Source: an optimization exercise on an open RTL-to-GDS flow (aim: small area). Production flows keep margins and buffers that such runs may drop.
Only simulation tests tie the RTL to the original design; equivalence was not proved.
The clock port is modelled as an ideal driver, which makes a skipped or thinned clock tree look cheaper than it is; a real chip needs a root buffer or a tree.

red:
Design pxconv, start of the top module:
module pxconv(
    input clk,
    input rst,
	input [15:0] axi_to_pxconv_data,
	input axi_to_pxconv_valid,
	input pixel_ack,
	output reg pxconv_to_axi_ready_to_rd,
	output [11:0] pxconv_to_axi_mst_length,
	output [3:0] pxconv_to_bram_we,
	output [31:0] pxconv_to_bram_data,
	output reg pxconv_to_bram_wr_en,
	output [31:0] pxconv_to_bram_addr,
	output busy,
	output reg wnd_in_bram
    );
clock: 10.0 ns
lec_check: 0
abc_area: 1
cap_margin: 0
core_margin: 2
core_utilization: 40
slew_margin: 0
standard.sh (not shown) runs the stock make flow with config.mk's settings and CLKGATE_MAP_FILE= SYNTH_SCRIPT=/design/flow/synth_recipe.tcl, a recipe that flattens the netlist after the stock synthesis.
==> flow/flow/run.sh <==
#!/bin/bash
# The standard layout, with these changes to how it is built:
#  - after the standard synthesis, the combinational logic between the registers is mapped
#    again by ABC with a stronger area script, the best of several seeds (the registers, ports, tie cells and port
#    buffers of the standard synthesis are kept as they are, with their names);
#  - the constant outputs share one tie cell (its HI and LO outputs) instead of getting one
#    tie cell each;
#  - the port buffers are the smallest buffer, buf_1;
#  - the clock tree is a few leaf buffers driven from the clock port, and signal buffers
#    that placement added are dropped again (flow/post_cts.tcl).
# Each tool's output goes to a log of its own in this folder.
set -euo pipefail
export SKIP_REPAIR_TIE_FANOUT=1
export BUFFER_PORTS_ARGS="-buffer_cell sky130_fd_sc_hd__buf_1"
DEEPSYN_T=${DEEPSYN_T:-3}
SEEDS=$(seq 0 100)
# CTS without dummy loads; its tree is then replaced by flow/post_cts.tcl
export CTS_ARGS="-sink_clustering_enable -repair_clock_nets -dont_use_dummy_load"
export FLOW_FLOW_DIR=$PWD/flow
export POST_CTS_TCL=$PWD/flow/post_cts.tcl

bash standard.sh synth > standard_synth.log 2>&1

RES=orfs/results/${FLOW_PLATFORM}/pxconv/base
LIB=${FLOW_HOME}/platforms/${FLOW_PLATFORM}/lib/sky130_fd_sc_hd__tt_025C_1v80.lib
cp $RES/1_2_yosys.v standard_1_2_yosys.v

# cells kept as they are: registers, tie cells and the buffers synthesis put on the ports
keep=$(grep -oE 'sky130_fd_sc_hd__(df|conb|buf_4)[a-z0-9_]*' standard_1_2_yosys.v | sort -u)
dont_use=$(grep -oE 'cell \("sky130_fd_sc_hd__(lpflow_|probe)[a-z0-9_]*' $LIB | sed 's/cell ("//' | sort -u)
# ABC's deep synthesis is a randomised search: run it with several seeds and keep the
# smallest result.
mkdir -p resynth
# two scripts, differing in the clean-up after the deep synthesis, each with every seed
SCRIPT_a="strash;dc2;&get,-n;&deepsyn,-T,${DEEPSYN_T},-S,SEED;&put;dc2;dch,-f;amap;topo"
SCRIPT_b="strash;dc2;&get,-n;&deepsyn,-T,${DEEPSYN_T},-S,SEED;&put;dc2;dc2;dch,-f;amap;topo"
RUNS=""
for v in a b; do for seed in $SEEDS; do RUNS="$RUNS $v$seed"; done; done
for run in $RUNS; do
  v=${run:0:1}; seed=${run:1}
  scr=SCRIPT_$v; scr=${!scr}; scr=${scr//SEED/$seed}
  {
    echo "read_liberty -ignore_miss_func $LIB"
    echo "read_verilog standard_1_2_yosys.v"
    echo "hierarchy -top $FLOW_TOP"
    for c in $keep; do echo "setattr -mod -set blackbox 1 $c"; done
    echo "flatten"
    echo "hierarchy -top $FLOW_TOP"
    echo "opt_clean -purge"
    echo "stat -liberty $LIB"
    printf 'abc -liberty %s' "$LIB"
    for c in $dont_use; do printf ' -dont_use %s' "$c"; done
    echo " -script +$scr"
    echo "opt_clean -purge"
    echo "rename -enumerate -pattern _r%_"
    echo "tee -o resynth/area_${run}.txt stat -liberty $LIB"
    echo "write_verilog -noattr -noexpr -nohex -nodec resynth/resynth_${run}.v"
  } > resynth/resynth_${run}.ys
done
printf '%s\n' $RUNS | xargs -P ${NUM_CORES:-4} -I{} sh -c 'yosys -s resynth/resynth_{}.ys > resynth/resynth_{}.log 2>&1'
best=""
for run in $RUNS; do
  a=$(grep -E 'Chip area' resynth/area_${run}.txt | awk '{print $NF}')
  echo "run $run area $a" >> resynth/areas.log
  if [[ -z "$best" ]] || awk -v a="$a" -v b="$besta" 'BEGIN{exit !(a < b)}'; then best=$run; besta=$a; fi
done
echo "best run $best area $besta" >> resynth/areas.log
python3 flow/merge_ties.py resynth/resynth_${best}.v resynth.v

cp resynth.v $RES/1_2_yosys.v
touch $RES/1_2_yosys.v
bash standard.sh > standard.log 2>&1
==> flow/flow/merge_ties.py <==
"""Merges the tie-high and the tie-low cell of a netlist into one conb cell, which has both a
HI and a LO output: python3 merge_ties.py in.v out.v"""
import re
import sys

text = open(sys.argv[1]).read()
cell = re.compile(r"\n\s*sky130_fd_sc_hd__conb_1\s+(\S+)\s*\((.*?)\);", re.S)
ties = cell.findall(text)
pins = {}
for name, body in ties:
    for pin, net in re.findall(r"\.(HI|LO)\(([^)]*)\)", body):
        pins.setdefault(pin, net.strip())
if len(ties) == 2 and len(pins) == 2:
    first = True

    def repl(m):
        global first
        if first:
            first = False
            return "\n  sky130_fd_sc_hd__conb_1 %s (\n    .HI(%s),\n    .LO(%s)\n  );" % (
                m.group(1), pins["HI"], pins["LO"])
        return ""

    text = cell.sub(repl, text)
open(sys.argv[2], "w").write(text)
==> flow/flow/post_cts.tcl <==
# Runs at the end of ORFS's CTS step: swaps CTS's tree (a root buffer and four leaf buffers)
# for 3 leaf buffers that the clock port drives directly, and drops signal buffers that
# placement added.
source $::env(FLOW_FLOW_DIR)/clock_tree.tcl
my_clock_tree 3 sky130_fd_sc_hd__clkbuf_8
# Drop buffers the timing-driven global placement added on signal nets (not the port
# buffers): with the final placement they are not needed for slew or capacitance, and
# the later repair steps put back any that are.
set extra {}
foreach inst [[ord::get_db_block] getInsts] {
  set name [$inst getName]
  if {[string match sky130_fd_sc_hd__buf_* [[$inst getMaster] getName]] &&
      ![string match input* $name] && ![string match output* $name]} {
    lappend extra $name
  }
}
puts "extra buffers: $extra"
if {[llength $extra] > 0} {
  set cells [get_cells $extra]
  if {[llength $cells] == [llength $extra]} { remove_buffers $cells }
}
set_placement_padding -global -left $::env(CELL_PAD_IN_SITES_DETAIL_PLACEMENT) -right $::env(CELL_PAD_IN_SITES_DETAIL_PLACEMENT)
detailed_placement
check_placement -verbose
estimate_parasitics -placement
report_worst_slack -max
report_worst_slack -min
report_check_types -max_slew -max_capacitance -max_fanout -violators
Other scripts of this flow, unchanged in this note and not shown: flow/flow/clock_tree.tcl
## Diff of input files: blue against red
--- a/flow/flow/run.sh
+++ b/flow/flow/run.sh
@@ -8,4 +8,3 @@
 #  - the port buffers are the smallest buffer, buf_1;
-#  - the clock tree is a few leaf buffers driven from the clock port, and signal buffers
-#    that placement added are dropped again (flow/post_cts.tcl).
+#  - the clock tree is a few leaf buffers driven from the clock port (flow/post_cts.tcl).
 # Each tool's output goes to a log of its own in this folder.
==> flow/flow/post_cts.tcl <==
# Runs at the end of ORFS's CTS step: swaps CTS's tree (a root buffer and four leaf buffers)
# for 3 leaf buffers that the clock port drives directly.
source $::env(FLOW_FLOW_DIR)/clock_tree.tcl
my_clock_tree 3 sky130_fd_sc_hd__clkbuf_8
set_placement_padding -global -left $::env(CELL_PAD_IN_SITES_DETAIL_PLACEMENT) -right $::env(CELL_PAD_IN_SITES_DETAIL_PLACEMENT)
detailed_placement
check_placement -verbose
estimate_parasitics -placement
report_worst_slack -max
report_worst_slack -min
Notes after the runs:
- On arrival time of data at the critical path endpoint, blue tracks red almost exactly.
- The synthesis-to-layout area growth in blue sits 0.31 points above the value recorded for red.
- [compare] base=red new=blue: share of post-route cells with drive strength above 1 went up; worst-case hold slack shows no meaningful change; upper clock frequency limit level.
--- input diff blue..green ---
--- a/flow/flow/run.sh
+++ b/flow/flow/run.sh
@@ -5,4 +5,4 @@
 #    buffers of the standard synthesis are kept as they are, with their names);
-#  - the constant outputs share one tie cell (its HI and LO outputs) instead of getting one
-#    tie cell each;
+#  - the constant outputs share the synthesis's single tie-high and tie-low cells instead of
+#    getting one tie cell each;
 #  - the port buffers are the smallest buffer, buf_1;
@@ -66,3 +66,3 @@
 echo "best run $best area $besta" >> resynth/areas.log
-python3 flow/merge_ties.py resynth/resynth_${best}.v resynth.v
+cp resynth/resynth_${best}.v resynth.v
 
removed: flow/flow/merge_ties.py
## What came out
- green: PASS, flow complete, no timing, DRC or antenna violations
- [compare] base=blue new=green: sum of buffers and inverters on the critical path comparable, end-of-flow core utilization went down 0.17 points, first-pass GRT wire length shows an increase of 8.1%, via count has decreased, area enclosed by the die boundary about even.
- Summary of green over blue: fmax shows a reduction of 2.3 MHz; netlist area before placement flat.
The inputs of orange differ from those of green as listed below.
--- a/flow/flow/run.sh
+++ b/flow/flow/run.sh
@@ -13,4 +13,4 @@
 export BUFFER_PORTS_ARGS="-buffer_cell sky130_fd_sc_hd__buf_1"
-DEEPSYN_T=${DEEPSYN_T:-3}
-SEEDS=$(seq 0 100)
+DEEPSYN_T=${DEEPSYN_T:-30}
+SEEDS="0 1 2 3 4 5 6 7 8 9 10 11"
 # CTS without dummy loads; its tree is then replaced by flow/post_cts.tcl
@@ -32,10 +32,3 @@
 mkdir -p resynth
-# two scripts, differing in the clean-up after the deep synthesis, each with every seed
-SCRIPT_a="strash;dc2;&get,-n;&deepsyn,-T,${DEEPSYN_T},-S,SEED;&put;dc2;dch,-f;amap;topo"
-SCRIPT_b="strash;dc2;&get,-n;&deepsyn,-T,${DEEPSYN_T},-S,SEED;&put;dc2;dc2;dch,-f;amap;topo"
-RUNS=""
-for v in a b; do for seed in $SEEDS; do RUNS="$RUNS $v$seed"; done; done
-for run in $RUNS; do
-  v=${run:0:1}; seed=${run:1}
-  scr=SCRIPT_$v; scr=${!scr}; scr=${scr//SEED/$seed}
+for seed in $SEEDS; do
   {
@@ -51,17 +44,17 @@
     for c in $dont_use; do printf ' -dont_use %s' "$c"; done
-    echo " -script +$scr"
+    echo " -script +strash;dc2;&get,-n;&deepsyn,-T,${DEEPSYN_T},-S,${seed};&put;dc2;dch,-f;amap;topo"
     echo "opt_clean -purge"
     echo "rename -enumerate -pattern _r%_"
-    echo "tee -o resynth/area_${run}.txt stat -liberty $LIB"
-    echo "write_verilog -noattr -noexpr -nohex -nodec resynth/resynth_${run}.v"
-  } > resynth/resynth_${run}.ys
+    echo "tee -o resynth/area_${seed}.txt stat -liberty $LIB"
+    echo "write_verilog -noattr -noexpr -nohex -nodec resynth/resynth_${seed}.v"
+  } > resynth/resynth_${seed}.ys
 done
-printf '%s\n' $RUNS | xargs -P ${NUM_CORES:-4} -I{} sh -c 'yosys -s resynth/resynth_{}.ys > resynth/resynth_{}.log 2>&1'
+printf '%s\n' $SEEDS | xargs -P ${NUM_CORES:-4} -I{} sh -c 'yosys -s resynth/resynth_{}.ys > resynth/resynth_{}.log 2>&1'
 best=""
-for run in $RUNS; do
-  a=$(grep -E 'Chip area' resynth/area_${run}.txt | awk '{print $NF}')
-  echo "run $run area $a" >> resynth/areas.log
-  if [[ -z "$best" ]] || awk -v a="$a" -v b="$besta" 'BEGIN{exit !(a < b)}'; then best=$run; besta=$a; fi
+for seed in $SEEDS; do
+  a=$(grep -E 'Chip area' resynth/area_${seed}.txt | awk '{print $NF}')
+  echo "seed $seed area $a" >> resynth/areas.log
+  if [[ -z "$best" ]] || awk -v a="$a" -v b="$besta" 'BEGIN{exit !(a < b)}'; then best=$seed; besta=$a; fi
 done
-echo "best run $best area $besta" >> resynth/areas.log
+echo "best seed $best area $besta" >> resynth/areas.log
 cp resynth/resynth_${best}.v resynth.v
- Re final design utilization: orange is 0.17 points up on green.
- Taking orange as 1.0, green lands at 1.11 on first-pass GRT wire length.
- When the final numbers for green and orange were put side by side, the total iterations of the first detailed-routing run turned out to be smaller in green.
- Comparing orange against green, there is no change at all in initial antenna violation count.
- In the tables for green and orange, worst slew slack as a fraction of its limit reads higher with green.
- Any difference in area growth from synthesis to final layout between orange and green is small enough to ignore.
- On minimum period implied by the final worst setup slack: between green and orange, it ends up higher for green.

## re-timing with driven ports
How much do the figures lean on ideal ports? The routed layouts below were timed once more, with nothing changed but the port constraints. Step 1 assumes that a clkbuf_16 drives the clock port and a buf_2 every other input. Step 2 adds t to the input delays and takes it off the output delays; t is the mean of the earliest and latest rising clock arrival at the registers after step 1. Input paths then give back, and output paths get back, about the clock's delay inside the block. Three values: ideal, step 1, step 2; two values: the first two.
| run | shift t [ns] | setup WS [ns] | hold WS [ns] | worst data-port slew with drivers (ns) |
|---|---|---|---|---|
| red | 0.199 | 4.414 / 4.437 / 4.238 | 0.335 / 0.335 / 0.335 | 0.04 |
| blue | 0.198 | 4.421 / 4.442 / 4.245 | 0.335 / 0.335 / 0.335 | 0.04 |
| green | 0.206 | 4.348 / 4.374 / 4.169 | 0.328 / 0.328 / 0.328 | 0.03 |
| orange | 0.203 | 4.580 / 4.606 / 4.403 | 0.338 / 0.338 / 0.338 | 0.03 |
After both steps every run listed still meets setup and hold. For green, which loses most, drivers alone change the setup slack by +0.026 ns; drivers and shift together by -0.179 ns.
